What follows belongs to an exercise in optimizing a design on an open flow for small area, a short achievable clock period and few clock cycles; a production flow would make more cautious choices. Where RTL was checked, it was by simulation tests only, not by an equivalence proof against the original. The RTL of runs 1 and 2 was laid out without a check of its function. Power is estimated from default activity; no workload was simulated.

$ cat flow/run.sh
#!/bin/bash
# synth_recipe.tcl (not shown) runs the flow's synth.tcl, then flattens the netlist and writes it again
# the make line also repeats each setting of config.mk as NAME=value (left out here)
make -C /OpenROAD-flow-scripts/flow DESIGN_CONFIG=/design/flow/config.mk WORK_HOME=/design/flow/orfs CLKGATE_MAP_FILE= SYNTH_SCRIPT=/design/flow/synth_recipe.tcl finish
$ cat flow/config.mk
export PLATFORM = sky130hd
export DESIGN_NAME = MDC
export DESIGN_NICKNAME = MDC
export VERILOG_FILES = /design/flow/design.v
export SDC_FILE = /design/flow/constraint.sdc
export NUM_CORES = 4
export LEC_CHECK = 0
export CAP_MARGIN = 50
export CORE_MARGIN = 2
export CORE_UTILIZATION = 40
export SLEW_MARGIN = 70
$ cat flow/design.v
module HAMMING_IP #(parameter IP_BIT = 8) (
    input  [IP_BIT+4-1:0] IN_code,
    output [IP_BIT-1:0]   OUT_code
);
localparam EC_BIT = IP_BIT + 4;
reg [3:0] syn;
integer p;
always @(*) begin
    syn = 4'd0;
    for (p = 1; p <= EC_BIT; p = p + 1)
        if (IN_code[EC_BIT-p]) syn = syn ^ p[3:0];
end
reg [IP_BIT-1:0] d;
integer q, k;
always @(*) begin
    d = {IP_BIT{1'b0}};
    k = IP_BIT - 1;
    for (q = 3; q <= EC_BIT; q = q + 1)
        if (q != 4 && q != 8) begin
            d[k] = IN_code[EC_BIT-q] ^ (syn == q[3:0]);
            k = k - 1;
        end
end
assign OUT_code = d;
endmodule
module MDC(
    clk,
    rst_n,
    in_valid,
    in_data,
    in_mode,
    out_valid,
    out_data
);
input clk, rst_n, in_valid;
input [8:0] in_mode;
input [14:0] in_data;
output reg out_valid;
output [206:0] out_data;
reg  [3:0]  cnt;        
reg         v1;         
reg  [3:0]  k1;         
reg  [14:0] raw;
reg  [8:0]  rawm;
always @(posedge clk or negedge rst_n) begin
    if (!rst_n) begin
        cnt <= 4'd0;
        v1  <= 1'b0;
    end else begin
        v1  <= in_valid;
        cnt <= in_valid ? cnt + 4'd1 : 4'd0;
    end
end
always @(posedge clk) begin
    raw <= in_data;
    k1  <= cnt;
    if (in_valid && cnt == 4'd0)
        rawm <= in_mode;
end
wire [10:0] e;
wire [4:0]  md;
HAMMING_IP #(11) dec_data (.IN_code(raw),  .OUT_code(e));
HAMMING_IP #(5)  dec_mode (.IN_code(rawm), .OUT_code(md));
reg m4, m3;
always @(posedge clk) begin
    if (v1 && k1 == 4'd0) begin
        m4 <= md[4];             
        m3 <= md[1] & ~md[4];    
    end
end
wire m2 = ~m4 & ~m3;             
reg signed [10:0] sr [1:8];
integer i;
always @(posedge clk) begin
    sr[1] <= e;
    for (i = 2; i <= 8; i = i + 1)
        sr[i] <= sr[i-1];
end
wire [3:0] r0ld = (v1 && k1[3:2] == 2'd0) ? (4'd1 << k1[1:0]) : 4'd0;
wire [44:0] DET;
wire [10:0] row0 [0:3];
assign row0[0] = DET[10:0];
assign row0[1] = DET[21:11];
assign row0[2] = DET[32:22];
assign row0[3] = DET[43:33];
function [17:0] booth;
    input [10:0] v;
    input        ng;
    reg   [12:0] t;
    integer j;
    begin
        t = {v[10], v, 1'b0};
        for (j = 0; j < 6; j = j + 1)
            booth[3*j +: 3] = {t[2*j+2] ^ ng,
                               t[2*j+1] ^ t[2*j],
                               (t[2*j+2 -: 3] == 3'b011) || (t[2*j+2 -: 3] == 3'b100)};
    end
endfunction
reg p16;
always @(posedge clk or negedge rst_n) begin
    if (!rst_n)
        p16 <= 1'b0;
    else
        p16 <= v1 & (k1 == 4'd15) & m4;
end
reg        v2, p16b;
reg  [3:0] k2;
always @(posedge clk or negedge rst_n) begin
    if (!rst_n) begin
        v2   <= 1'b0;
        p16b <= 1'b0;
    end else begin
        v2   <= v1;
        p16b <= p16;
    end
end
always @(posedge clk) k2 <= k1;
wire [3:0] xs0, xs1, xs2;
wire       x0e, x1e, x2e, x0n, x1n, x2n;
wire [9:0] ys0n;
wire [6:0] ys1n;
wire [7:0] ys2n;
wire [4:0] as0n, ds0n;
wire [2:0] as1n, as2n;
wire [3:0] ds1n, ds2n;
wire [8:0] dfn;
wire       rot3n, rot0n;
CTL ctl_d (.v(v1), .k(k1), .p16(p16), .m4(m4), .m3(m3),
           .xs0(xs0), .xs1(xs1), .xs2(xs2), .x0e(x0e), .x1e(x1e), .x2e(x2e),
           .x0n(x0n), .x1n(x1n), .x2n(x2n), .ys0(ys0n), .ys1(ys1n), .ys2(ys2n),
           .as0(), .ds0(), .as1(), .ds1(), .as2(), .ds2(), .df(), .rot3(), .rot0());
CTL ctl_s (.v(v2), .k(k2), .p16(p16b), .m4(m4), .m3(m3),
           .xs0(), .xs1(), .xs2(), .x0e(), .x1e(), .x2e(),
           .x0n(), .x1n(), .x2n(), .ys0(), .ys1(), .ys2(),
           .as0(as0n), .ds0(ds0n), .as1(as1n), .ds1(ds1n), .as2(as2n), .ds2(ds2n),
           .df(dfn), .rot3(rot3n), .rot0(rot0n));
wire [10:0] x0v = xs0[3] ? row0[0] : xs0[2] ? row0[2] : xs0[1] ? sr[4] : xs0[0] ? sr[1] : e;
wire [10:0] x1v = xs1[3] ? row0[3] : xs1[2] ? row0[1] : xs1[1] ? sr[4] : e;
wire [10:0] x2v = xs2[3] ? row0[2] : xs2[2] ? row0[1] : e;
reg [17:0] X0, X1, X2;
reg [9:0]  ys0;
reg [6:0]  ys1;
reg [7:0]  ys2;
reg [4:0]  as0, ds0;
reg [2:0]  as1, as2;
reg [3:0]  ds1, ds2;
reg [8:0]  dfe;
reg        rot3, rot0;
always @(posedge clk) begin
    X0  <= x0e ? booth(x0v, x0n) : 18'd0;
    X1  <= x1e ? booth(x1v, x1n) : 18'd0;
    X2  <= x2e ? booth(x2v, x2n) : 18'd0;
    ys0 <= ys0n; ys1 <= ys1n; ys2 <= ys2n;
    as0 <= as0n; ds0 <= ds0n;
    as1 <= as1n; ds1 <= ds1n;
    as2 <= as2n; ds2 <= ds2n;
    dfe <= dfn;
    rot3 <= rot3n;
    rot0 <= rot0n;
end
reg done1, done2;
reg ov2, ov3, ov4;
always @(posedge clk or negedge rst_n) begin
    if (!rst_n) begin
        done1 <= 1'b0;
        done2 <= 1'b0;
        out_valid <= 1'b0;
        ov2 <= 1'b0;
        ov3 <= 1'b0;
        ov4 <= 1'b0;
    end else begin
        done1 <= (v1 & (k1 == 4'd15) & ~m4) | p16;
        done2 <= done1;
        out_valid <= done2;
        ov2 <= done2 & m2;
        ov3 <= done2 & m3;
        ov4 <= done2 & m4;
    end
end
reg  [206:0] R;
assign DET = {R[101:94], R[152:136], R[206:187]};
reg  [21:0]  P01, P02, P03, P12, P13, P23;
wire [33:0]  POS0 = R[33:0];
wire [33:0]  POS1 = R[186:153];
wire [33:0]  POS2 = R[135:102];
wire [33:0]  POS3 = R[84:51];
function [33:0] sx11;  input [10:0] a; sx11 = {{23{a[10]}}, a}; endfunction
function [33:0] sx22;  input [21:0] a; sx22 = {{12{a[21]}}, a}; endfunction
wire [33:0] y0 = ({34{ys0[9]}} & sx11(sr[4])) | ({34{ys0[8]}} & sx11(sr[6])) |
                 ({34{ys0[7]}} & sx11(sr[7])) | ({34{ys0[6]}} & sx11(sr[8])) |
                 ({34{ys0[5]}} & sx22(P23))   | ({34{ys0[4]}} & sx22(P03))   |
                 ({34{ys0[3]}} & sx22(P01))   | ({34{ys0[2]}} & sx22(P12))   |
                 ({34{ys0[1]}} & sx22(P13))   | ({34{ys0[0]}} & POS0);
wire [21:0] y1 = ({22{ys1[6]}} & sx11(sr[3])) | ({22{ys1[5]}} & sx11(sr[4])) |
                 ({22{ys1[4]}} & sx11(sr[6])) | ({22{ys1[3]}} & sx11(sr[7])) |
                 ({22{ys1[2]}} & P13)         | ({22{ys1[1]}} & P02)         |
                 ({22{ys1[0]}} & P12);
wire [21:0] y2 = ({22{ys2[7]}} & sx11(sr[2])) | ({22{ys2[6]}} & sx11(sr[3])) |
                 ({22{ys2[5]}} & sx11(sr[4])) | ({22{ys2[4]}} & sx11(sr[6])) |
                 ({22{ys2[3]}} & P12)         | ({22{ys2[2]}} & P23)         |
                 ({22{ys2[1]}} & P03)         | ({22{ys2[0]}} & P01);
wire [44:0] s0w, c0w;
wire [33:0] s1w, c1w, s2w, c2w;
MUL1 #(.YW(34), .AW(45)) mul0 (.X(X0), .y(y0), .s(s0w), .c(c0w));
MUL1 #(.YW(22), .AW(34)) mul1 (.X(X1), .y(y1), .s(s1w), .c(c1w));
MUL1 #(.YW(22), .AW(34)) mul2 (.X(X2), .y(y2), .s(s2w), .c(c2w));
reg [44:0] S0, C0;
reg [33:0] S1, C1, S2, C2;
always @(posedge clk) begin
    S0 <= s0w; C0 <= c0w;
    S1 <= s1w; C1 <= c1w;
    S2 <= s2w; C2 <= c2w;
end
wire [44:0] a0 = ({45{as0[4]}} & {{23{P01[21]}}, P01}) |
                 ({45{as0[3]}} & {{23{P02[21]}}, P02}) |
                 ({45{as0[2]}} & {{23{P03[21]}}, P03}) |
                 ({45{as0[1]}} & {{11{POS1[33]}}, POS1}) |
                 ({45{as0[0]}} & DET);
wire [33:0] a1 = ({34{as1[2]}} & sx22(P12)) | ({34{as1[1]}} & sx22(P13)) |
                 ({34{as1[0]}} & POS2);
wire [33:0] a2 = ({34{as2[2]}} & sx22(P23)) | ({34{as2[1]}} & POS3) |
                 ({34{as2[0]}} & sx22(P12));
wire [44:0] o0 = a0 + S0 + C0;
wire [33:0] o1 = a1 + S1 + C1;
wire [33:0] o2 = a2 + S2 + C2;
always @(posedge clk) begin
    if (ds0[4])      P01 <= o0[21:0];
    if (ds0[3])      P02 <= o0[21:0];
    else if (ds1[3]) P02 <= o1[21:0];
    if (ds0[2])      P03 <= o0[21:0];
    else if (ds2[3]) P03 <= o2[21:0];
    if (ds1[2])      P12 <= o1[21:0];
    if (ds1[1])      P13 <= o1[21:0];
    else if (ds2[2]) P13 <= o2[21:0];
    if (ds2[1])      P23 <= o2[21:0];
end
reg [206:0] Rn;
reg [44:0]  Dn;
integer m;
always @(*) begin
    Rn = R;
    Dn = DET;
    if (ds0[0])  Dn = o0;
    if (r0ld[0]) Dn[10:0]  = e;
    if (r0ld[1]) Dn[21:11] = e;
    if (r0ld[2]) Dn[32:22] = e;
    if (r0ld[3]) Dn[43:33] = e;
    {Rn[101:94], Rn[152:136], Rn[206:187]} = Dn;
    for (m = 0; m < 9; m = m + 1)
        if (dfe[m]) Rn[206-23*m -: 23] = {o2[21], o2[21:0]};
    if (ds0[1])      Rn[33:0] = o0[33:0];
    else if (rot0)   Rn[33:0] = POS1;
    if (ds1[0])      Rn[186:153] = o1;
    if (ds2[0])      Rn[135:102] = o2;
    if (rot3)        Rn[84:51] = POS0;
end
always @(posedge clk) R <= Rn;
wire [206:0] r3 = {3'b000,
                   {17{R[186]}}, R[186:153],
                   {17{R[135]}}, R[135:102],
                   {17{R[84]}},  R[84:51],
                   {17{R[33]}},  R[33:0]};
wire [206:0] r4 = {{162{DET[44]}}, DET};
assign out_data = ({207{ov2}} & R) | ({207{ov3}} & r3) | ({207{ov4}} & r4);
endmodule
module MUL1 #(parameter YW = 22, parameter AW = 34) (
    input  [17:0]   X,
    input  [YW-1:0] y,
    output [AW-1:0] s,
    output [AW-1:0] c
);
wire [AW-1:0] row [0:6];
wire [5:0]    ng;
genvar j;
generate
    for (j = 0; j < 6; j = j + 1) begin : pp
        wire n1 = X[3*j+2], one = X[3*j+1], two = X[3*j];
        wire [YW:0] mg = ({(YW+1){one}} & {y[YW-1], y}) |
                         ({(YW+1){two}} & {y, 1'b0});
        wire [YW:0] mm = mg ^ {(YW+1){n1}};
        assign row[j] = {{(AW-YW-1){1'b0}}, ~mm[YW], mm[YW-1:0]} << (2*j);
        assign ng[j]  = n1;
    end
endgenerate
wire [AW-1:0] K = -(({{(AW-1){1'b0}}, 1'b1} << YW) * 1365);
assign row[6] = K | {ng[5], 1'b0, ng[4], 1'b0, ng[3], 1'b0,
                     ng[2], 1'b0, ng[1], 1'b0, ng[0]};
function [2*AW-1:0] csa;
    input [AW-1:0] a, b, d;
    begin
        csa[AW-1:0]    = a ^ b ^ d;
        csa[2*AW-1:AW] = ((a & b) | (a & d) | (b & d)) << 1;
    end
endfunction
wire [AW-1:0] s1a, c1a, s1b, c1b, s2, c2, s3, c3;
assign {c1a, s1a} = csa(row[0], row[1], row[2]);
assign {c1b, s1b} = csa(row[3], row[4], row[5]);
assign {c2, s2}   = csa(s1a, c1a, s1b);
assign {c3, s3}   = csa(s2, c2, c1b);
assign {c, s}     = csa(s3, c3, row[6]);
endmodule
module CTL (
    input        v, p16, m4, m3,
    input  [3:0] k,
    output [3:0] xs0, xs1, xs2,      
    output       x0e, x1e, x2e,      
    output       x0n, x1n, x2n,      
    output [9:0] ys0,    
    output [6:0] ys1,    
    output [7:0] ys2,    
    output [4:0] as0,    
    output [4:0] ds0,    
    output [2:0] as1,    
    output [3:0] ds1,    
    output [2:0] as2,    
    output [3:0] ds2,    
    output [8:0] df,     
    output       rot3, rot0
);
wire m2 = ~m4 & ~m3;
wire [1:0] r = k[3:2];
wire [1:0] c = k[1:0];
wire pph   = v & ((m4 & r == 2'd1) | (m3 & r == 2'd2));   
wire ring4 = v & m4 & (r == 2'd2);                         
wire ring4x= v & m4 & (k == 4'd12);                        
wire ring3 = v & m3 & (r == 2'd3);                         
wire det4  = (v & m4 & (r == 2'd3) & (c != 2'd0)) | p16;   
wire d2    = v & m2 & (r != 2'd0);                         
wire c0 = c == 2'd0, c1 = c == 2'd1, c2 = c == 2'd2, c3 = c == 2'd3;
wire ringa = ring4 | ring4x | ring3;
assign xs0 = {ring3 & c0, ring3 & c1, ring4x, det4};
assign x0e = pph | (ring4 & ~c0) | ring4x | ring3 | det4;
assign x0n = pph ? c0 : ring4 ? c1 : ring3 ? c1 : det4 ? (~p16 & c[0]) : 1'b0;
assign ys0 = pph   ? {c0, c1, c2, c3, 6'b0} :
             ring4 ? {4'b0, c0, c1, c2, c3, 2'b0} :
             ring4x? {4'b0, 1'b1, 5'b0} :
             ring3 ? {6'b0, c2, c0 | c3, c1, 1'b0} :
             det4  ? 10'b1 : 10'b0;
assign as0 = pph   ? {c1, c2, c3, 2'b0} :
             ringa ? {3'b0, ~(c0 & ~ring4x), 1'b0} :
             det4  ? {4'b0, ~(c1 & ~p16)} : 5'b0;
assign ds0 = pph   ? {c0 | c1, c2, c3, 2'b0} :
             ringa ? 5'b00010 :
             det4  ? 5'b00001 : 5'b0;
assign xs1 = {ring3 & c0, ring3 & c3, ring4x, 1'b0};
assign x1e = pph | (ring4 & ~c0) | ring4x | ring3 | (d2 & ~c3);
assign x1n = pph ? (c0 | c1) : ring4 ? (c1 | c2) : ring3 ? ~c0 :
             ring4x ? 1'b0 : 1'b1;
assign ys1 = pph   ? {c0, c1, c2, c3, 3'b0} :
             (ring4 | ring4x) ? {4'b0, c0 | c2, c1 | c3, 1'b0} :
             ring3 ? {4'b0, c2, c1 | c3, c0} :
             d2    ? 7'b0100000 : 7'b0;
assign as1 = pph   ? {c2, c3, 1'b0} :
             ringa ? {2'b0, ~(c0 & ~ring4x)} :
             det4  ? 3'b001 : 3'b0;
assign ds1 = pph   ? {c0, c1 | c2, c3, 1'b0} :
             (ringa | det4) ? 4'b0001 :
             (d2 & ~c3) ? 4'b0100 : 4'b0;
assign xs2 = {ring3 & c2, ring3 & c3, 2'b0};
assign x2e = pph | ring4 | ring3 | (d2 & ~c0);
assign x2n = pph ? ~c3 : ring4 ? c2 : 1'b0;
assign ys2 = pph   ? {c0, c1, c2, c3, 4'b0} :
             ring4 ? {4'b0, c0, c1, c2, c3} :
             ring3 ? {4'b0, c0, c1 | c3, 1'b0, c2} :
             d2    ? 8'b00010000 : 8'b0;
assign as2 = pph   ? {c3, 2'b0} :
             (ring4 | ring3) ? {1'b0, ~(c0 | c1), 1'b0} :
             (ring4x | det4) ? 3'b010 :
             d2    ? 3'b001 : 3'b0;
assign ds2 = pph   ? {c0, c1, c2 | c3, 1'b0} :
             (ringa | det4) ? 4'b0001 : 4'b0;
assign df  = (d2 & ~c0) ? (9'd1 << (3 * (r - 2'd1) + (c - 2'd1))) : 9'b0;
assign rot3 = ringa | det4;
assign rot0 = det4;
endmodule
$ cat flow/constraint.sdc
create_clock -name core_clock -period 13.5 [get_ports {clk}]
set_input_delay 2.7000 -clock core_clock [delete_from_list [all_inputs] [get_ports {clk}]]
set_output_delay 2.7000 -clock core_clock [all_outputs]
set_load 0.01 [all_outputs]
==> impl_metrics.toml, run 1 <==
[run_status]
status = "no timing/DRC/antenna violations"

[global_route]
overflow = 0
grt_max_degree = 69
antenna_found_initial = 14
grt_pass1_vias = 49200
grtUsageTotal = 0.341
grt_pass1_wl_um = 364000

[worst_setup_path]
crit_start = "ov2"
crit_chain = "buf_16 -> buf_16 -> or2_4 -> buf_8 -> buf_12 -> nand2_1 -> nand2_1 -> clkdlybuf4s50_1"
timing.rr.end = "R[95]"
worstPathRequired_ns = 10.80
critPathBufInv = 5
cp_num_cells = 8
regToRegSetupSlack_ns = 8.26
max_stage_delay_ns = 0.53
critPathMaxFanout = 44
r2r_start = "R[160]"
cp.arrival_ns = 3.25
slowest_stage = "clkdlybuf4s50_1"
reg2regPathDepth = 17
cp_top_family = "buffers and inverters"
cp-end-kind = "output port"
start_kind = "flip-flop"
critical_path_class = "flip-flop to output port"
crit_path_end = "out_data[54]"

[pwr]
p_comb_frac = 0.200
p_leak_uw = 0.0294
total_power_uw = 6910
powerDensity_nw_per_um2 = 99.6
swShare = 0.315
clkPwrFrac = 0.399
p_sw_uw = 2180
seqPwrFrac = 0.400
max-vdd-ir-drop_mv = 0.0868
internal-power_uw = 4730

[detailed_routing]
wl_per_cell_um = 30.7
finalWirelength_um = 258000
drt-initial-drc-count = 7356
viasPerCell = 6.09
route.detailed.drc = 0
firstDrtPassIters = 14
vias = 51160
ant_nets = 0

[clock_tree]
insertion_delay_ns = 0.74
h-tree-depth = 3
root_buffer = "clkbuf_16"
cts_setup_buffers = 0
cts_made_buffers = 92
clk_pin_slew_ns = 0.07
numClockSinks = 784
cts_tree = "built"
hold_buffers = 0
cts_resized = 0
cts_buffer_depth = 3

[sta]
tightest_slew_ns = 0.510
slew_headroom = 0.660
rsz0062_at_grt = "false"
min_period_ns = 5.95
timing.final.crit_share = 0.441
slew_viol_final = 0
setup_viol = 0
fmax_mhz = 168
skew_ns = 0.0719
hold_ws_ns = 0.323
hold_viol = 0
setup_tns_ns = 0

[logic_synthesis]
netlist_instances = 6136
synth_top_area_cell = "edfxtp_1"
synth_edf_count = 348
syn_nets = 6882
synth.area.top_cells = "edfxtp_1 (18%), dfxtp_1 (15%), fa_1 (14%)"
synth_ff_type = "dfxtp_1"
synth.avg_cell_area_um2 = 9.49
synth_top_area_share = 0.180
synth_warnings = 6
ys_async_sr_fraction = 0.0179
synthesis.area_um2 = 58200
yosysMostFrequentCell = "nand2_1"
ys_seq_area_frac = 0.331
synthTopCellsByCount = "nand2_1 (790), inv_1 (705), a22oi_1 (562), xnor2_1 (505), dfxtp_1 (422)"
ys_seq_elements = 784
ys_types = 91

[layout]
area_delta_synth_final_pct = 19.2
fin_nets = 7146
final_layout_size_suffix_gt1_frac = 0.128
fill_cells = 13526

[die]
rows = 139
die_h_um = 385
pin_count = 235
start_util = 0.404
die_x_um = 385
dieArea_um2 = 149000
coreArea_um2 = 144000

[place]
io_buffers = 234
gp_congestion = 1.05
hpwlAfterDp_um = 198000

[flow_run]
drv_cap = 0

[min_path]
worstHoldPathType = "flip-flop to flip-flop"
## cell usage in the layout, fill, tap and decap left out, types with 28 or more instances in the layout
cell	synthesis	routed
nand2_1	790	753
inv_1	705	697
a22oi_1	562	562
xnor2_1	505	467
fa_1	399	399
dfxtp_1	422	371
edfxtp_1	348	348
ha_1	320	317
clkdlybuf4s50_1	0	240
o21ai_0	212	189
nor2_1	183	179
a21oi_1	169	166
buf_4	2	132
buf_2	0	116
xor2_1	130	111
clkbuf_16	0	107
a222oi_1	89	89
a21o_1	86	86
a22o_1	60	60
nand3_1	74	51
nand4_1	46	46
mux2i_1	46	45
buf_1	59	43
buf_6	0	37
xnor2_2	3	34
nand2_2	0	34
nor3_1	38	32
mux2_2	32	32
dfxtp_4	0	31
a211oi_1	32	28
nor2b_1	30	28
## layout make-up
cell class / instances / area [um2] / share of cell area
diodes: 13 / 32.5 / 0.000469
multi-input cells: 4181 / 36000 / 0.519
inverters: 715 / 2700 / 0.0389
clock buffers: 142 / 2980 / 0.0429
clock inverters: 32 / 404 / 0.00583
well taps: 1903 / 2380 / 0.0343
repair buffers: 626 / 5470 / 0.0788
flip-flops and latches: 784 / 19400 / 0.280
## worst min path at each step
| stage | start | endpoint | cells after the start |
|---|---|---|---|
| after floorplan | sr[5][0] | sr[6][0] | 0 |
| after global placement | sr[5][0] | sr[6][0] | 0 |
| after detailed placement | sr[5][8] | sr[6][8] | 0 |
| after CTS | sr[5][10] | sr[6][10] | 0 |
| after global routing | sr[5][2] | sr[6][2] | 0 |
| final | sr[5][10] | sr[6][10] | 0 |
## stage by stage
stage | worst slack (ns) | utilization | instances | cell area (um2)
final | 7.55 | 0.482 | 8396 | 69400
after global routing | 7.39 | 0.481 | 8383 | 69300
after CTS | 7.53 | 0.478 | 8358 | 68800
after detailed placement | 8.32 | 0.455 | 8184 | 65500
after global placement | 7.33 | 0.432 | 7924 | 62200
after floorplan | 9.09 | - | 6136 | 58200
## registers in the layout, summed over array words and instances (netlist names), 7 cells and up
signal and flops:
raw 15, rawm 9, C0 42, sr 88
P13 22, ys2 7, S0 45, C2 31
P23 22, R 205, X2 17, dfe 9
S2 33, P01 22, S1 33, X0 17
P02 22, ys0 7, C1 31, P03 22
X1 17, P12 22
## layer usage
metal  up-vias  GRT usage  part of all wire  wire length (um)
met3       735     0.0979              0.12             30600
met2      3477      0.509              0.43            111000
met5         -          0           0.00038                98
li1      21601          -                 -                 -
met1     25335      0.441              0.38             98000
met4        12      0.196             0.068             17600
## power by group through the flow
stage          registers (uW)  clock network [uW]  logic, uW
3_3_place_gp             2830                   0       1220
4_1_cts                  2760                2770       1330
6_report                 2760                2760       1380
2_1_floorplan            2740                   0        807
3_5_place_dp             2810                   0       1320
5_1_grt                  2770                2850       1480
## kinds of logic after synthesis
family	count (synthesis)	share of synthesized area
multiplexers	80	0.0147
flip-flops	784	0.331
buffers and inverters	1171	0.0756
XOR/XNOR	647	0.0997
adder cells (fa/ha/maj)	719	0.206
AO/OA/AOI/OAI	1443	0.178
AND/OR/NAND/NOR	1292	0.0956
==> run 2: changes to the inputs <==
==> flow/flow/run.sh (new file) <==
#!/bin/bash
# Standard layout with a tighter internal setup target for timing repair
# (the clock period and constraints are unchanged).
set -euo pipefail
bash standard.sh SETUP_SLACK_MARGIN=9.5 SLEW_MARGIN=70 CAP_MARGIN=50 finish > standard_flow.log 2>&1
==> flow/standard.sh (new file) <==
#!/bin/bash
# synth_recipe.tcl (not shown) runs the flow's synth.tcl, then flattens the netlist and writes it again
# the make line also repeats each setting of config.mk as NAME=value (left out here)
make -C /OpenROAD-flow-scripts/flow DESIGN_CONFIG=/design/flow/config.mk WORK_HOME=/design/flow/orfs CLKGATE_MAP_FILE= SYNTH_SCRIPT=/design/flow/synth_recipe.tcl "${@:-finish}"
removed: flow/run.sh
==> impl_metrics.toml, run 2 <==
[die]
dieArea_um2 = 149000
coreArea_um2 = 144000
die_h_um = 385
start_util = 0.404
rows = 139
pin_count = 235
die_x_um = 385

[logic_synthesis]
syn_nets = 6882
yosysMostFrequentCell = "nand2_1"
synth.avg_cell_area_um2 = 9.49
synth_top_area_share = 0.180
ys_seq_elements = 784
synth_top_area_cell = "edfxtp_1"
synthesis.area_um2 = 58200
netlist_instances = 6136
synth.area.top_cells = "edfxtp_1 (18%), dfxtp_1 (15%), fa_1 (14%)"
synth_edf_count = 348
synth_ff_type = "dfxtp_1"
ys_types = 91
ys_seq_area_frac = 0.331
synthTopCellsByCount = "nand2_1 (790), inv_1 (705), a22oi_1 (562), xnor2_1 (505), dfxtp_1 (422)"
ys_async_sr_fraction = 0.0179
synth_warnings = 6

[clock_tree]
clk_pin_slew_ns = 0.06
hold_buffers = 0
insertion_delay_ns = 0.74
cts_buffer_depth = 3
numClockSinks = 784
h-tree-depth = 3
root_buffer = "clkbuf_16"
cts_tree = "built"
cts_made_buffers = 89

[worst_setup_path]
start_kind = "flip-flop"
cp_common_cell = "buf_16"
cp_top_family = "buffers and inverters"
cp.arrival_ns = 2.40
cp-end-kind = "output port"
worstPathRequired_ns = 10.80
crit_chain = "or2_4 -> buf_16 -> buf_16 -> buf_16 -> a22o_4 -> buf_6"
critical_path_class = "flip-flop to output port"
slowest_stage = "dfrtp_2"
critPathBufInv = 4
critPathMaxFanout = 7
max_stage_delay_ns = 0.42

[place]
gp_congestion = 1.05
io_buffers = 234
dp.cells = 8168
hpwlAfterDp_um = 193000
dp_slack_ns = 8.28

[layout]
final_cell_mix = "nand2_1 (629), inv_1 (581), buf_6 (393)"
area_delta_synth_final_pct = 41.9
reg_top3 = "R: 205 flops, sr: 88 flops, S0: 45 flops"
largest_register_ffs = 205
final_common_cell = "nand2_1"
stdcell_count = 9040
final_layout_size_suffix_gt1_frac = 0.383
fin_nets = 7784
regMostFlops = "R"

[pwr]
p_comb_frac = 0.254
seqPwrFrac = 0.387
internal-power_uw = 4840
clkPwrFrac = 0.359
max-vdd-ir-drop_mv = 0.101
p_leak_uw = 0.0349
powerDensity_nw_per_um2 = 86.6
p_sw_uw = 2320
total_power_uw = 7150
swShare = 0.324

[sta]
slew_viol_final = 0
setup_viol = 0
finalWorstSetupSlack_ns = 8.40
tightest_slew_ns = 0.747
timing.final.crit_share = 0.378
skew_ns = 0.0449
rsz0062_at_grt = "true"
min_period_ns = 5.10
hold_viol = 0
slew_headroom = 0.498
fmax_mhz = 196
setup_tns_ns = 0

[global_route]
grt_pass1_vias = 53430
overflow = 0
grtUsageTotal = 0.372
antenna_found_initial = 17
grt_max_degree = 70
grt_pass1_wl_um = 395000

[detailed_routing]
finalWirelength_um = 290000
firstDrtPassIters = 15
drt-initial-drc-count = 8729
wl_per_cell_um = 32.0
ant_nets = 0
viasPerCell = 6.28
vias = 56772
route.detailed.drc = 0

[flow_run]
drv_cap = 0

[run_status]
status = "no timing/DRC/antenna violations"

[min_path]
worstHoldPathType = "flip-flop to flip-flop"
==> run 2: cell types whose count changed in the layout (fill, tap and decap cells not counted), moves of 111 or more <==
cell / before / now
buf_4: 132 / 376
ha_1: 317 / 188
inv_1: 697 / 581
nand2_1: 753 / 629
clkdlybuf4s50_1: 240 / 26
a22oi_2: 0 / 265
buf_6: 37 / 393
a22oi_1: 562 / 297
inv_2: 10 / 121
==> run 2: logic make-up (layout without fill, tap and decap cells) <==
kind of cell,count (synthesis),in the layout,share of synthesized area
buf+inv,1171,2131,0.0756
fa+ha+maj,719,719,0.206
simple gates,1292,1311,0.0956
xor+xnor,647,647,0.0997
mux,80,80,0.0147
other cells,0,22,0
compound gates,1443,1443,0.178
flops,784,784,0.331
==> run 2: power groups by stage <==
stage / Sequential [uW] / Combinational, uW / Clock [uW]
2_1_floorplan: 2740 / 811 / 0
3_3_place_gp: 2820 / 1210 / 0
3_5_place_dp: 2810 / 1310 / 0
4_1_cts: 2760 / 1530 / 2550
5_1_grt: 2770 / 1890 / 2640
6_report: 2770 / 1820 / 2570
==> run 2: layout make-up <==
cell class	instances	area [um2]
clock inverter	33	395
multi-input combinational	4200	42200
fill	11943	61400
tap	1903	2380
sequential	784	19400
inverter	715	2720
timing repair buffer	1248	12700
antenna	22	55.1
clock buffer	135	2640
==> run 2: path summary, 6_finish.rpt <==
check	from	endpoint	slack, ns	cells past startpoint
min	sr[5][1]	sr[6][1]	0.33	0
max	ov2	out_data[2]	8.40	6
min reg2reg	sr[5][1]	sr[6][1]	0.33	0
max in group asynchronous	rst_n	ov4	11.35	1
min in group asynchronous	rst_n	cnt[2]	1.86	1
max reg2reg	ys0[9]	S0[26]	8.89	17
==> run 2: stage by stage <==
| stage | util | area [um2] | hold WS [ns] |
|---|---|---|---|
| 2_1_floorplan | - | 58400 | 0.310 |
| 3_3_place_gp | 0.432 | 62300 | 0.310 |
| 3_5_place_dp | 0.454 | 65400 | 0.312 |
| 4_1_cts | 0.537 | 77300 | 0.325 |
| 5_1_grt | 0.573 | 82500 | 0.331 |
| 6_report | 0.573 | 82600 | 0.325 |
==> run 2: metal layers <==
| layer | track usage | wire [um] | vias up |
|---|---|---|---|
| li1 | - | - | 22959 |
| met1 | 0.441 | 100000 | 27718 |
| met2 | 0.547 | 121000 | 4705 |
| met3 | 0.151 | 41000 | 1386 |
| met4 | 0.261 | 28000 | 4 |
| met5 | 0 | 25 | - |
==> run 2: repair_timing <==
item                       4_1_cts  5_1_grt
cloned                          49        8
setup buffers                  362      198
gates resized for setup       1591     1188
setup endpoints to repair      579      595
pin swaps                      491      469
==> run 2: worst register-to-register path: stages, from the launching register on <==
cell      delay [ns]
dfxtp_4         0.35
buf_12          0.13
a22o_4          0.24
a221oi_4        0.23
buf_6           0.16
buf_6           0.12
buf_6           0.10
nand4_1         0.33
buf_6           0.30
buf_2           0.19
buf_4           0.18
a22oi_2         0.20
xnor2_1         0.16
fa_1            0.49
fa_2            0.59
fa_1            0.42
inv_1           0.07
ha_2            0.26
==> run 3: changes to the inputs <==
--- a/flow/design.v
+++ b/flow/design.v
@@ -38,32 +38,20 @@
 output reg out_valid;
 output [206:0] out_data;
 reg  [3:0]  cnt;        
-reg         v1;         
-reg  [3:0]  k1;         
-reg  [14:0] raw;
-reg  [8:0]  rawm;
 always @(posedge clk or negedge rst_n) begin
-    if (!rst_n) begin
+    if (!rst_n)
         cnt <= 4'd0;
-        v1  <= 1'b0;
-    end else begin
-        v1  <= in_valid;
+    else
         cnt <= in_valid ? cnt + 4'd1 : 4'd0;
-    end
-end
-always @(posedge clk) begin
-    raw <= in_data;
-    k1  <= cnt;
-    if (in_valid && cnt == 4'd0)
-        rawm <= in_mode;
 end
+wire [3:0] k1 = cnt;
 wire [10:0] e;
 wire [4:0]  md;
-HAMMING_IP #(11) dec_data (.IN_code(raw),  .OUT_code(e));
-HAMMING_IP #(5)  dec_mode (.IN_code(rawm), .OUT_code(md));
+HAMMING_IP #(11) dec_data (.IN_code(in_data), .OUT_code(e));
+HAMMING_IP #(5)  dec_mode (.IN_code(in_mode), .OUT_code(md));
 reg m4, m3;
 always @(posedge clk) begin
-    if (v1 && k1 == 4'd0) begin
+    if (in_valid && cnt == 4'd0) begin
         m4 <= md[4];             
         m3 <= md[1] & ~md[4];    
     end
@@ -76,7 +64,7 @@
     for (i = 2; i <= 8; i = i + 1)
         sr[i] <= sr[i-1];
 end
-wire [3:0] r0ld = (v1 && k1[3:2] == 2'd0) ? (4'd1 << k1[1:0]) : 4'd0;
+wire [3:0] r0ld = (in_valid && k1[3:2] == 2'd0) ? (4'd1 << k1[1:0]) : 4'd0;
 wire [44:0] DET;
 wire [10:0] row0 [0:3];
 assign row0[0] = DET[10:0];
@@ -101,20 +89,19 @@
     if (!rst_n)
         p16 <= 1'b0;
     else
-        p16 <= v1 & (k1 == 4'd15) & m4;
+        p16 <= (k1 == 4'd15) & m4;
 end
-reg        v2, p16b;
+reg        p16b;
 reg  [3:0] k2;
 always @(posedge clk or negedge rst_n) begin
     if (!rst_n) begin
-        v2   <= 1'b0;
         p16b <= 1'b0;
+        k2   <= 4'd0;
     end else begin
-        v2   <= v1;
         p16b <= p16;
+        k2   <= k1;
     end
 end
-always @(posedge clk) k2 <= k1;
 wire [3:0] xs0, xs1, xs2;
 wire       x0e, x1e, x2e, x0n, x1n, x2n;
 wire [9:0] ys0n;
@@ -125,11 +112,11 @@
 wire [3:0] ds1n, ds2n;
 wire [8:0] dfn;
 wire       rot3n, rot0n;
-CTL ctl_d (.v(v1), .k(k1), .p16(p16), .m4(m4), .m3(m3),
+CTL ctl_d (.v(1'b1), .k(k1), .p16(p16), .m4(m4), .m3(m3),
            .xs0(xs0), .xs1(xs1), .xs2(xs2), .x0e(x0e), .x1e(x1e), .x2e(x2e),
            .x0n(x0n), .x1n(x1n), .x2n(x2n), .ys0(ys0n), .ys1(ys1n), .ys2(ys2n),
            .as0(), .ds0(), .as1(), .ds1(), .as2(), .ds2(), .df(), .rot3(), .rot0());
-CTL ctl_s (.v(v2), .k(k2), .p16(p16b), .m4(m4), .m3(m3),
+CTL ctl_s (.v(1'b1), .k(k2), .p16(p16b), .m4(m4), .m3(m3),
            .xs0(), .xs1(), .xs2(), .x0e(), .x1e(), .x2e(),
            .x0n(), .x1n(), .x2n(), .ys0(), .ys1(), .ys2(),
            .as0(as0n), .ds0(ds0n), .as1(as1n), .ds1(ds1n), .as2(as2n), .ds2(ds2n),
@@ -159,7 +146,7 @@
     rot0 <= rot0n;
 end
 reg done1, done2;
-reg ov2, ov3, ov4;
+reg ov2, ov3, ov4, ov23;
 always @(posedge clk or negedge rst_n) begin
     if (!rst_n) begin
         done1 <= 1'b0;
@@ -168,13 +155,15 @@
         ov2 <= 1'b0;
         ov3 <= 1'b0;
         ov4 <= 1'b0;
+        ov23 <= 1'b0;
     end else begin
-        done1 <= (v1 & (k1 == 4'd15) & ~m4) | p16;
+        done1 <= ((k1 == 4'd15) & ~m4) | p16;
         done2 <= done1;
         out_valid <= done2;
         ov2 <= done2 & m2;
         ov3 <= done2 & m3;
         ov4 <= done2 & m4;
+        ov23 <= done2 & ~m4;
     end
 end
 reg  [206:0] R;
@@ -255,13 +244,18 @@
     if (rot3)        Rn[84:51] = POS0;
 end
 always @(posedge clk) R <= Rn;
-wire [206:0] r3 = {3'b000,
-                   {17{R[186]}}, R[186:153],
-                   {17{R[135]}}, R[135:102],
-                   {17{R[84]}},  R[84:51],
-                   {17{R[33]}},  R[33:0]};
-wire [206:0] r4 = {{162{DET[44]}}, DET};
-assign out_data = ({207{ov2}} & R) | ({207{ov3}} & r3) | ({207{ov4}} & r4);
+wire t3f0 = ov3 & R[186];
+wire t3f1 = ov3 & R[135];
+wire t3f2 = ov3 & R[84];
+wire t3f3 = ov3 & R[33];
+wire t4s  = ov4 & DET[44];
+wire [206:0] t3 = {3'b000, {17{t3f0}}, 34'b0, {17{t3f1}}, 34'b0,
+                   {17{t3f2}}, 34'b0, {17{t3f3}}, 34'b0};
+wire [206:0] t4 = {{162{t4s}}, {45{ov4}} & DET};
+wire [206:0] ring_bits = {20'b0, {34{1'b1}}, 17'b0, {34{1'b1}}, 17'b0,
+                          {34{1'b1}}, 17'b0, {34{1'b1}}};
+assign out_data = (ring_bits & {207{ov23}} & R) |
+                  (~ring_bits & {207{ov2}} & R) | t3 | t4;
 endmodule
 module MUL1 #(parameter YW = 22, parameter AW = 34) (
     input  [17:0]   X,
==> flow/run.sh (new file) <==
#!/bin/bash
# synth_recipe.tcl (not shown) runs the flow's synth.tcl, then flattens the netlist and writes it again
# the make line also repeats each setting of config.mk as NAME=value (left out here)
make -C /OpenROAD-flow-scripts/flow DESIGN_CONFIG=/design/flow/config.mk WORK_HOME=/design/flow/orfs CLKGATE_MAP_FILE= SYNTH_SCRIPT=/design/flow/synth_recipe.tcl finish
removed: flow/flow/run.sh
removed: flow/standard.sh
==> impl_metrics.toml, run 3 <==
[run_status]
status = "no timing/DRC/antenna violations"

[logic_synthesis]
synthesis.area_um2 = 57300
synth_top_area_share = 0.178
synth_edf_count = 339
synthTopCellsByCount = "nand2_1 (791), inv_1 (693), a22oi_1 (562), xnor2_1 (492)"
synth_top_area_cell = "edfxtp_1"
synth_ff_type = "dfxtp_1"
synth.avg_cell_area_um2 = 9.39
synth_warnings = 6
synth.area.top_cells = "edfxtp_1 (18%), dfxtp_1 (14%), fa_1 (14%)"
ys_async_sr_fraction = 0.0225
syn_nets = 6849
yosysMostFrequentCell = "nand2_1"
ys_seq_elements = 755
ys_types = 84
netlist_instances = 6104
ys_seq_area_frac = 0.324

[layout]
regMostFlops = "R"
area_delta_synth_final_pct = 18.0
largest_register_ffs = 205
final_layout_size_suffix_gt1_frac = 0.123
final_util = 0.477
final_cell_mix = "nand2_1 (760), inv_1 (686), a22oi_1 (561)"
reg_top3 = "R: 205 flops, sr: 88 flops, S0: 45 flops"
fin_nets = 7081
final_common_cell = "nand2_1"
fill_cells = 13420

[worst_setup_path]
cp.arrival_ns = 6.09
regToRegSetupSlack_ns = 8.03
cp-end-kind = "flip-flop"
critical_path_class = "primary input to flip-flop"
r2r_start = "ds0[3]"
worstPathRequired_ns = 14.07
critPathMaxFanout = 6
start_kind = "primary input"
crit_start = "in_data[0]"

[sta]
timing.final.crit_share = 0.409
setup_viol = 0
slew_headroom = 0.637
hold_viol = 0
min_period_ns = 5.52
slew_viol_final = 0
tightest_slew_ns = 0.541
skew_ns = 0.0337
rsz0062_at_grt = "false"
fmax_mhz = 181
setup_tns_ns = 0

[pwr]
clkPwrFrac = 0.329
powerDensity_nw_per_um2 = 113
max-vdd-ir-drop_mv = 0.105
internal-power_uw = 4840
p_sw_uw = 2780
p_comb_frac = 0.304
seqPwrFrac = 0.367
p_leak_uw = 0.0290
swShare = 0.365
total_power_uw = 7630

[clock_tree]
cts_buffer_depth = 3
insertion_delay_ns = 0.71
hold_buffers = 0
cts_made_buffers = 89
numClockSinks = 755
clk_pin_slew_ns = 0.07
cts_tree = "built"
root_buffer = "clkbuf_16"
h-tree-depth = 3
cts_setup_buffers = 0
cts_resized = 0

[global_route]
overflow = 0
grtUsageTotal = 0.340
grt_max_degree = 71
grt_pass1_wl_um = 358000
grt_pass1_vias = 48813
antenna_found_initial = 19

[place]
gp_congestion = 1.04
hpwlAfterDp_um = 195000
io_buffers = 234

[die]
pin_count = 235
coreArea_um2 = 142000
die_x_um = 383
start_util = 0.404
die_h_um = 383
rows = 138
dieArea_um2 = 146000

[detailed_routing]
wl_per_cell_um = 30.6
finalWirelength_um = 254000
vias = 50554
firstDrtPassIters = 13
viasPerCell = 6.08
drt-initial-drc-count = 7654
ant_nets = 0
route.detailed.drc = 0

[min_path]
worstHoldPathType = "flip-flop to flip-flop"
worstHoldStart = "sr[5][0]"

[flow_run]
drv_cap = 0
-- run 3: cell count changes after synthesis, sizes merged, moves of 12 or more --
| cell | previous run | this run |
|---|---|---|
| a21oi | 169 | 202 |
| nor3 | 38 | 23 |
| inv | 711 | 699 |
| nor2 | 184 | 204 |
| o21ai | 220 | 247 |
| dfxtp | 422 | 399 |
| o211ai | 29 | 13 |
-- run 3: cell type report --
type                    count  area [um2]  area share
multi-input cells        4184       35600       0.527
flip-flops and latches    755       18700       0.276
repair buffers            602        5310      0.0785
inverters                 704        2650      0.0392
clock buffers             115        2460      0.0363
well taps                1890        2360      0.0350
clock inverters            52         503     0.00744
diodes                     19        47.5    0.000703
-- run 3: worst max-delay path, stage by stage --
cell and delay [ns]:
clkdlybuf4s50_1 0.58, xor2_2 0.27, xnor2_2 0.39, xnor2_2 0.17
buf_2 0.20, buf_2 0.20, nor4b_4 0.35, xnor2_4 0.25
inv_2 0.09, mux2i_1 0.14, a21oi_1 0.09, o21ai_2 0.25
ha_1 0.28, nor2b_1 0.12
-- run 3: per-stage QoR --
stage | cell area [um2] | instances | worst slack, ns | hold WS, ns
floorplan | 57300 | 6104 | 8.28 | 0.310
global placement | 61500 | 7905 | 6.91 | 0.310
detailed placement | 64100 | 8110 | 7.29 | 0.312
CTS | 67100 | 8277 | 7.80 | 0.321
global route | 67600 | 8302 | 7.79 | 0.332
finish | 67600 | 8321 | 7.98 | 0.320
-- run 3: worst paths after layout --
path,to,depth (start not counted)
min in group asynchronous,cnt[1],1
max in group asynchronous,ov23,1
min,sr[6][0],0
max,X0[7],14
max reg2reg,R[149],18
min reg2reg,sr[6][0],0
-- run 3: routing by layer --
metal	track usage	part of all wire
met3	0.105	0.13
met5	0	0.00027
met4	0.186	0.066
met1	0.432	0.37
met2	0.513	0.43
-- run 3: logic make-up (layout without fill, tap and decap cells) --
family,Yosys count,after routing,share of synthesized area
flops,755,755,0.324
fa+ha+maj,718,718,0.209
mux,71,71,0.0133
xor+xnor,644,644,0.100
compound gates,1456,1456,0.179
other cells,0,19,0
simple gates,1295,1295,0.0976
buf+inv,1165,1473,0.0767
-- run 3: power by group through the flow --
| stage | clock network (uW) | logic (uW) | registers [uW] |
|---|---|---|---|
| final | 2510 | 2320 | 2800 |
| after global routing | 2580 | 2480 | 2800 |
| after CTS | 2500 | 2190 | 2790 |
| after detailed placement | 0 | 2180 | 2840 |
| after global placement | 0 | 2020 | 2850 |
| after floorplan | 0 | 1310 | 2750 |
Testbench counts of run 3, summed over its fixed seeds: cycles 46,426.
==> run 4: changes to the inputs <==
==> flow/flow/run.sh (new file) <==
#!/bin/bash
# The standard layout (the standard.sh, standard synthesis), with timing
# repair aiming at a setup slack of 8.7 ns on the 13.5 ns clock. The clock
# period and all constraints are unchanged.
set -euo pipefail
bash standard.sh SETUP_SLACK_MARGIN=8.7 finish > standard_flow.log 2>&1
==> flow/standard.sh (new file) <==
#!/bin/bash
# synth_recipe.tcl (not shown) runs the flow's synth.tcl, then flattens the netlist and writes it again
# the make line also repeats each setting of config.mk as NAME=value (left out here)
make -C /OpenROAD-flow-scripts/flow DESIGN_CONFIG=/design/flow/config.mk WORK_HOME=/design/flow/orfs CLKGATE_MAP_FILE= SYNTH_SCRIPT=/design/flow/synth_recipe.tcl "${@:-finish}"
removed: flow/run.sh
==> impl_metrics.toml, run 4 <==
[logic_synthesis]
syn_nets = 6849
synth_ff_type = "dfxtp_1"
synth_top_area_cell = "edfxtp_1"
ys_async_sr_fraction = 0.0225
synth_edf_count = 339
ys_seq_area_frac = 0.324
ys_types = 84
ys_seq_elements = 755
synthesis.area_um2 = 57300
synth_warnings = 6
synth.area.top_cells = "edfxtp_1 (18%), dfxtp_1 (14%), fa_1 (14%)"
netlist_instances = 6104
synth_top_area_share = 0.178
yosysMostFrequentCell = "nand2_1"
synth.avg_cell_area_um2 = 9.39
synthTopCellsByCount = "nand2_1 (791), inv_1 (693), a22oi_1 (562), xnor2_1 (492)"

[detailed_routing]
route.detailed.drc = 0
wl_met3_um = 34500
vias = 52498
finalWirelength_um = 261000
highest_layer = "met5"
route.met2.wl_um = 112000
wl_per_cell_um = 30.6
firstDrtPassIters = 13
viasPerCell = 6.16
ant_nets = 0
drt-initial-drc-count = 8234
wl_met1_um = 96000

[worst_setup_path]
start_kind = "primary input"
cp_common_cell = "xnor2_4"
crit_chain = "clkbuf_2 -> xor3_1 -> xnor3_2 -> xnor2_4 -> buf_12 -> nor4_4 -> xnor2_4 -> buf_6 -> nand2_2 -> o21ai_2 -> a211o_1 -> ha_2 -> nor2b_2"
cp-end-kind = "flip-flop"
critPathMaxFanout = 5
critical_path_class = "primary input to flip-flop"
cp.arrival_ns = 5.56
slowest_stage = "xnor3_2"
worstPathRequired_ns = 14.09
max_stage_delay_ns = 0.50

[sta]
slew_headroom = 0.626
fmax_mhz = 201
hold_ws_ns = 0.323
setup_tns_ns = 0
slew_viol_final = 0
hold_viol = 0
setup_viol = 0
skew_ns = 0.0396
rsz0062_at_grt = "true"
timing.final.crit_share = 0.368
min_period_ns = 4.97
tightest_slew_ns = 0.561

[flow_run]
drv_cap = 0

[layout]
fin_nets = 7279
final_cell_mix = "inv_1 (681), nand2_1 (624), a22oi_1 (554)"
final_util = 0.507
final_common_cell = "inv_1"
reg_top3 = "R: 205 flops, sr: 88 flops, S0: 45 flops"
final_layout_size_suffix_gt1_frac = 0.221
area_delta_synth_final_pct = 25.5
largest_register_ffs = 205
regMostFlops = "R"
fin_area_um2 = 72000

[clock_tree]
cts_tree = "built"
numClockSinks = 755
cts_made_buffers = 87
clk_pin_slew_ns = 0.06
insertion_delay_ns = 0.72
root_buffer = "clkbuf_16"
h-tree-depth = 3
cts_buffer_depth = 3

[pwr]
total_power_uw = 7980
powerDensity_nw_per_um2 = 111
seqPwrFrac = 0.351
p_comb_frac = 0.321
p_leak_uw = 0.0314
clkPwrFrac = 0.328
max-vdd-ir-drop_mv = 0.101
swShare = 0.360
p_sw_uw = 2870
internal-power_uw = 5100

[global_route]
grt_max_degree = 77
overflow = 0
grtUsageTotal = 0.342
antenna_found_initial = 17
grt_pass1_vias = 49876
grt_pass1_wl_um = 361000

[min_path]
worstHoldPathType = "flip-flop to flip-flop"

[die]
die_h_um = 383
rows = 138
dieArea_um2 = 146000
start_util = 0.404
pin_count = 235
coreArea_um2 = 142000
die_x_um = 383

[run_status]
status = "no timing/DRC/antenna violations"

[place]
io_buffers = 234
hpwlAfterDp_um = 192000
postPlaceCellArea_um2 = 64400
gp_congestion = 1.04
[run 4: area by class of cell]
class / instances / area, um2
fill: 12880 / 70000
multi-input combinational: 4185 / 37500
sequential: 755 / 18700
timing repair buffer: 801 / 7600
inverter: 704 / 2660
clock buffer: 118 / 2480
tap: 1890 / 2360
clock inverter: 45 / 633
antenna: 25 / 62.6
[run 4: final timing paths]
| kind | from | end | slack, ns | cells past startpoint |
|---|---|---|---|---|
| setup / recovery | in_data[14] | X0[10] | 8.53 | 13 |
| hold / removal | sr[5][7] | sr[6][7] | 0.32 | 0 |
| setup reg to reg | ds0[3] | R[185] | 8.71 | 16 |
| hold reg to reg | sr[5][7] | sr[6][7] | 0.32 | 0 |
| max in group asynchronous | rst_n | ov2 | 11.43 | 1 |
| min in group asynchronous | rst_n | k2[0] | 1.85 | 1 |
[run 4: power groups by stage]
stage | Clock [uW] | Combinational (uW) | Sequential (uW)
3_3_place_gp | 0 | 2020 | 2850
5_1_grt | 2700 | 2710 | 2800
6_report | 2620 | 2560 | 2800
4_1_cts | 2600 | 2270 | 2790
2_1_floorplan | 0 | 1330 | 2750
3_5_place_dp | 0 | 2190 | 2830
[run 4: stage by stage]
stage          setup WS (ns)  instances
2_1_floorplan           8.41       6104
3_3_place_gp            7.12       7897
3_5_place_dp            7.38       8119
4_1_cts                 8.50       8394
5_1_grt                 8.45       8499
6_report                8.53       8523
[run 4: logic make-up (layout without fill, tap and decap cells)]
kind of cell	count (synthesis)	count (layout)	share of synthesized area
AOI/OAI and AO/OA	1456	1456	0.179
and+or+nand+nor	1295	1296	0.0976
buffers and inverters	1165	1668	0.0767
DFF	755	755	0.324
adders and majority gates	718	718	0.209
xor gates and xnor gates	644	644	0.100
muxes	71	71	0.0133
other	0	25	0
[run 4: timing repair]
action	4_1_cts	5_1_grt
pin swaps	64	144
endpoints found under the setup margin	314	319
endpoints found under the hold margin	0	0
cloned	22	13
setup buffers	90	66
gates resized for setup	854	543
hold buffers	0	0
[run 4: metal layers]
metal	vias up	track usage
li1	21762	-
met1	25950	0.437
met2	3962	0.506
met3	814	0.105
met4	10	0.204
met5	-	0
[run 4: worst max-delay path: cells and delay by family]
family	cells	cell delay [ns]
AO/OA/AOI/OAI	2	0.39
XOR/XNOR	4	1.22
adder cells (fa/ha/maj)	1	0.27
buffers and inverters	3	0.40
AND/OR/NAND/NOR	3	0.60
==> run 5: changes to the inputs <==
--- a/flow/design.v
+++ b/flow/design.v
@@ -64,7 +64,13 @@
     for (i = 2; i <= 8; i = i + 1)
         sr[i] <= sr[i-1];
 end
-wire [3:0] r0ld = (in_valid && k1[3:2] == 2'd0) ? (4'd1 << k1[1:0]) : 4'd0;
+reg  [3:0] r0ld;
+always @(posedge clk or negedge rst_n) begin
+    if (!rst_n)
+        r0ld <= 4'd0;
+    else
+        r0ld <= (in_valid && k1[3:2] == 2'd0) ? (4'd1 << k1[1:0]) : 4'd0;
+end
 wire [44:0] DET;
 wire [10:0] row0 [0:3];
 assign row0[0] = DET[10:0];
@@ -124,7 +130,7 @@
 wire [10:0] x0v = xs0[3] ? row0[0] : xs0[2] ? row0[2] : xs0[1] ? sr[4] : xs0[0] ? sr[1] : e;
 wire [10:0] x1v = xs1[3] ? row0[3] : xs1[2] ? row0[1] : xs1[1] ? sr[4] : e;
 wire [10:0] x2v = xs2[3] ? row0[2] : xs2[2] ? row0[1] : e;
-reg [17:0] X0, X1, X2;
+reg [11:0] X0, X1, X2;    
 reg [9:0]  ys0;
 reg [6:0]  ys1;
 reg [7:0]  ys2;
@@ -134,9 +140,9 @@
 reg [8:0]  dfe;
 reg        rot3, rot0;
 always @(posedge clk) begin
-    X0  <= x0e ? booth(x0v, x0n) : 18'd0;
-    X1  <= x1e ? booth(x1v, x1n) : 18'd0;
-    X2  <= x2e ? booth(x2v, x2n) : 18'd0;
+    X0  <= x0e ? {x0n, x0v} : 12'd0;
+    X1  <= x1e ? {x1n, x1v} : 12'd0;
+    X2  <= x2e ? {x2n, x2v} : 12'd0;
     ys0 <= ys0n; ys1 <= ys1n; ys2 <= ys2n;
     as0 <= as0n; ds0 <= ds0n;
     as1 <= as1n; ds1 <= ds1n;
@@ -190,9 +196,9 @@
                  ({22{ys2[1]}} & P03)         | ({22{ys2[0]}} & P01);
 wire [44:0] s0w, c0w;
 wire [33:0] s1w, c1w, s2w, c2w;
-MUL1 #(.YW(34), .AW(45)) mul0 (.X(X0), .y(y0), .s(s0w), .c(c0w));
-MUL1 #(.YW(22), .AW(34)) mul1 (.X(X1), .y(y1), .s(s1w), .c(c1w));
-MUL1 #(.YW(22), .AW(34)) mul2 (.X(X2), .y(y2), .s(s2w), .c(c2w));
+MUL1 #(.YW(34), .AW(45)) mul0 (.X(booth(X0[10:0], X0[11])), .y(y0), .s(s0w), .c(c0w));
+MUL1 #(.YW(22), .AW(34)) mul1 (.X(booth(X1[10:0], X1[11])), .y(y1), .s(s1w), .c(c1w));
+MUL1 #(.YW(22), .AW(34)) mul2 (.X(booth(X2[10:0], X2[11])), .y(y2), .s(s2w), .c(c2w));
 reg [44:0] S0, C0;
 reg [33:0] S1, C1, S2, C2;
 always @(posedge clk) begin
@@ -230,10 +236,10 @@
     Rn = R;
     Dn = DET;
     if (ds0[0])  Dn = o0;
-    if (r0ld[0]) Dn[10:0]  = e;
-    if (r0ld[1]) Dn[21:11] = e;
-    if (r0ld[2]) Dn[32:22] = e;
-    if (r0ld[3]) Dn[43:33] = e;
+    if (r0ld[0]) Dn[10:0]  = sr[1];
+    if (r0ld[1]) Dn[21:11] = sr[1];
+    if (r0ld[2]) Dn[32:22] = sr[1];
+    if (r0ld[3]) Dn[43:33] = sr[1];
     {Rn[101:94], Rn[152:136], Rn[206:187]} = Dn;
     for (m = 0; m < 9; m = m + 1)
         if (dfe[m]) Rn[206-23*m -: 23] = {o2[21], o2[21:0]};
@@ -244,11 +250,22 @@
     if (rot3)        Rn[84:51] = POS0;
 end
 always @(posedge clk) R <= Rn;
-wire t3f0 = ov3 & R[186];
-wire t3f1 = ov3 & R[135];
-wire t3f2 = ov3 & R[84];
-wire t3f3 = ov3 & R[33];
-wire t4s  = ov4 & DET[44];
+reg t3f0, t3f1, t3f2, t3f3, t4s;
+always @(posedge clk or negedge rst_n) begin
+    if (!rst_n) begin
+        t3f0 <= 1'b0;
+        t3f1 <= 1'b0;
+        t3f2 <= 1'b0;
+        t3f3 <= 1'b0;
+        t4s  <= 1'b0;
+    end else begin
+        t3f0 <= done2 & m3 & o1[33];
+        t3f1 <= done2 & m3 & o2[33];
+        t3f2 <= done2 & m3 & R[33];
+        t3f3 <= done2 & m3 & o0[33];
+        t4s  <= done2 & m4 & Dn[44];
+    end
+end
 wire [206:0] t3 = {3'b000, {17{t3f0}}, 34'b0, {17{t3f1}}, 34'b0,
                    {17{t3f2}}, 34'b0, {17{t3f3}}, 34'b0};
 wire [206:0] t4 = {{162{t4s}}, {45{ov4}} & DET};
==> impl_metrics.toml, run 5 <==
[global_route]
grt_pass1_vias = 49523
grt_max_degree = 57
grtUsageTotal = 0.350
overflow = 0
antenna_found_initial = 16
grt_pass1_wl_um = 369000

[sta]
slew_headroom = 0.633
tightest_slew_ns = 0.551
fmax_mhz = 200
setup_tns_ns = 0
min_period_ns = 5.01
finalWorstSetupSlack_ns = 8.49
rsz0062_at_grt = "true"
timing.final.crit_share = 0.371
hold_ws_ns = 0.324
hold_viol = 0
setup_viol = 0
skew_ns = 0.0535
slew_viol_final = 0

[min_path]
hold_depth = 0
worstHoldStart = "sr[5][5]"
hold_end = "sr[6][5]"
worstHoldPathType = "flip-flop to flip-flop"

[pwr]
p_comb_frac = 0.363
max-vdd-ir-drop_mv = 0.104
p_leak_uw = 0.0318
internal-power_uw = 5130
clkPwrFrac = 0.292
seqPwrFrac = 0.344
swShare = 0.388
powerDensity_nw_per_um2 = 118
p_sw_uw = 3250

[layout]
area_delta_synth_final_pct = 24.2
multi_input_area_um2 = 37200
largest_register_ffs = 205
final_common_cell = "inv_1"
final_cell_mix = "inv_1 (654), a22oi_1 (514), nand2_1 (510)"
register_area_um2 = 18600
fin_nets = 7112
fin_area_um2 = 71100
fill_cells = 13048
final_util = 0.501
reg_top3 = "R: 205 flops, sr: 88 flops, S0: 45 flops"
final_layout_size_suffix_gt1_frac = 0.199
regMostFlops = "R"

[logic_synthesis]
synth_top_area_share = 0.177
synth_top_area_cell = "edfxtp_1"
synth_edf_count = 338
synth.area.top_cells = "edfxtp_1 (18%), fa_1 (14%), dfxtp_1 (13%)"
ys_seq_elements = 748
yosys.area_share.simple = 0.0779
synth_warnings = 6
yosysMostFrequentCell = "inv_1"
synthAdderAreaFrac = 0.208
synth_ff_type = "dfxtp_1"
ys_async_sr_fraction = 0.0334
synth.avg_cell_area_um2 = 9.62
synthesis.area_um2 = 57300
ys_seq_area_frac = 0.323
synthTopCellsByCount = "inv_1 (668), nand2_1 (529), a22oi_1 (517), clkbuf_1 (410), fa_1 (399)"
syn_nets = 6700
synth.area.mux_share = 0.0186
synth_compound_area_frac = 0.195
ys_types = 85
netlist_instances = 5958
synthXorXnorAreaFrac = 0.103
synth_top_family_by_area = "adder cells"

[die]
pin_count = 235
start_util = 0.404
die_h_um = 382
coreArea_um2 = 142000
dieArea_um2 = 146000
die_x_um = 382
rows = 138

[clock_tree]
insertion_delay_ns = 0.73
cts_tree = "built"
root_buffer = "clkbuf_16"
cts_buffer_depth = 3
hold_buffers = 0
h-tree-depth = 3
numClockSinks = 748
clk_pin_slew_ns = 0.06
cts_made_buffers = 85

[place]
postPlaceCellArea_um2 = 64500
gp_congestion = 1.04
hpwlAfterDp_um = 193000
io_buffers = 234
dp_slack_ns = 7.87

[detailed_routing]
drt-initial-drc-count = 8173
finalWirelength_um = 266000
firstDrtPassIters = 15
wl_per_cell_um = 31.9
route.detailed.drc = 0
ant_nets = 0
vias = 52233
viasPerCell = 6.26

[worst_setup_path]
slowest_stage = "dfrtp_4"
critical_path_class = "flip-flop to output port"
reg2regPathDepth = 19
crit_chain = "buf_16 -> buf_16 -> buf_16 -> buf_16 -> a21o_1 -> clkdlybuf4s15_2"
cp-end-kind = "output port"
worstPathRequired_ns = 10.80
critPathMaxFanout = 7
max_stage_delay_ns = 0.50
critPathBufInv = 5
cp_common_cell = "buf_16"
r2r_start = "ds1[1]"
start_kind = "flip-flop"
cp_top_family = "buffers and inverters"
cp.arrival_ns = 2.31
regToRegSetupSlack_ns = 8.62
timing.rr.end = "R[141]"

[flow_run]
drv_cap = 0

[run_status]
status = "no timing/DRC/antenna violations"
==> run 5: cell count changes after synthesis, sizes merged, moves of 19 or more <==
cell    previous run  this run
nand2            791       529
xor2             142       275
a21o              84       198
xnor2            500       395
a22oi            562       517
a21oi            202       230
inv              699       671
a221oi            19        46
a211oi            27        50
buf               66        46
mux2i             38        58
o21ai            247       227
nand3             71        52
==> run 5: worst register-to-register path, stage by stage, from the launching register on <==
cell and delay [ns]:
dfxtp_4 0.40, buf_4 0.21, a22oi_1 0.44, nand2_1 0.22, fa_1 0.48, ha_2 0.44, nand4_1 0.21, a2111oi_4 0.35
buf_2 0.22, o2111ai_4 0.14, a21boi_2 0.25, a41oi_4 0.20, buf_4 0.19, buf_6 0.11, nor2_4 0.10, o21ai_0 0.09
nand2b_1 0.10, xor2_1 0.10, a221oi_1 0.30, a21oi_1 0.08
==> run 5: power by group through the flow <==
stage / combinational [uW] / clock (uW) / sequential, uW
finish: 3040 / 2450 / 2890
global route: 3260 / 2540 / 2890
CTS: 2820 / 2450 / 2870
detailed placement: 2710 / 0 / 2920
global placement: 2540 / 0 / 2930
floorplan: 1640 / 0 / 2800
==> run 5: kinds of logic after synthesis <==
family,after synthesis
AO/OA/AOI/OAI,1576
buffers and inverters,1132
AND/OR/NAND/NOR,1014
flip-flops,748
adder cells (fa/ha/maj),715
XOR/XNOR,672
multiplexers,101
==> run 5: stage by stage <==
| step | power (uW) | instances |
|---|---|---|
| floorplan | 4440 | 5958 |
| global route | 8690 | 8333 |
| CTS | 8140 | 8208 |
| finish | 8380 | 8345 |
| global placement | 5470 | 7739 |
| detailed placement | 5630 | 7973 |
==> run 5: how the worst max path moves through the flow <==
stage,end,slack (ns),cells past startpoint,from
floorplan,X1[1],8.74,10,in_data[4]
finish,out_data[58],8.49,6,t4s
detailed placement,X1[7],7.87,10,in_data[1]
CTS,out_data[52],8.47,5,ov23
global route,out_data[62],8.48,6,t4s
global placement,X0[2],7.60,12,in_data[1]
==> run 5: metal layers <==
metal / GRT usage / vias to the layer above / part of all wire
met4: 0.201 / 12 / 0.070
met3: 0.119 / 821 / 0.14
met2: 0.507 / 3929 / 0.42
met1: 0.453 / 25995 / 0.38
met5: 0 / - / 0.00047
li1: - / 21476 / -
==> run 5: final cells by class <==
cell class / instances / share of cell area
clock buffers: 126 / 0.0348
inverters: 674 / 0.0357
multi-input cells: 4078 / 0.523
clock inverters: 33 / 0.00584
repair buffers: 783 / 0.106
diodes: 13 / 0.000457
well taps: 1890 / 0.0332
flip-flops and latches: 748 / 0.261
==> run 5: repair_timing <==
item                       CTS  global route
setup buffers               58            87
gates resized for setup    643           376
setup endpoints to repair  332           302
pin swaps                   59            94
gates cloned                18            19
Testbench counts of run 5, summed over its fixed seeds: cycles 46,426.

## static timing again, ports no longer ideal
No port has a modelled driver above. Below, the same layouts with a new extraction and two added sets of constraints. Step 1: set_driving_cell puts a clkbuf_16 on clk and a buf_2 on each other input, an assumption about the parent block. Step 2, shift: input delay + t, output delay - t, t = (earliest + latest rising clock arrival at the registers) / 2. This alone moves slack from input paths to output paths. Three values: ideal ports, drivers, drivers and shift; two values: the first two.
run | t (ns) | setup WS [ns] | worst hold slack (ns) | worst setup path after step 2 | slew at the worst register clock pin (ns)
run 1 | 0.784 | 7.548 / 7.466 / 8.250 | 0.323 / 0.323 / 0.323 | register to output | 0.07 / 0.07
run 2 | 0.798 | 8.403 / 8.318 / 8.886 | 0.325 / 0.325 / 0.325 | register to register | 0.07 / 0.07
run 3 | 0.772 | 7.978 / 7.916 / 7.260 | 0.320 / 0.320 / 0.320 | input to register | 0.07 / 0.07
run 4 | 0.773 | 8.529 / 8.462 / 7.791 | 0.323 / 0.323 / 0.323 | input to register | 0.07 / 0.07
run 5 | 0.794 | 8.488 / 8.402 / 8.015 | 0.324 / 0.324 / 0.324 | input to register | 0.07 / 0.07
After both steps every run listed still meets setup and hold. For run 4, which loses most, drivers alone change the setup slack by -0.067 ns; drivers and shift together by -0.738 ns.
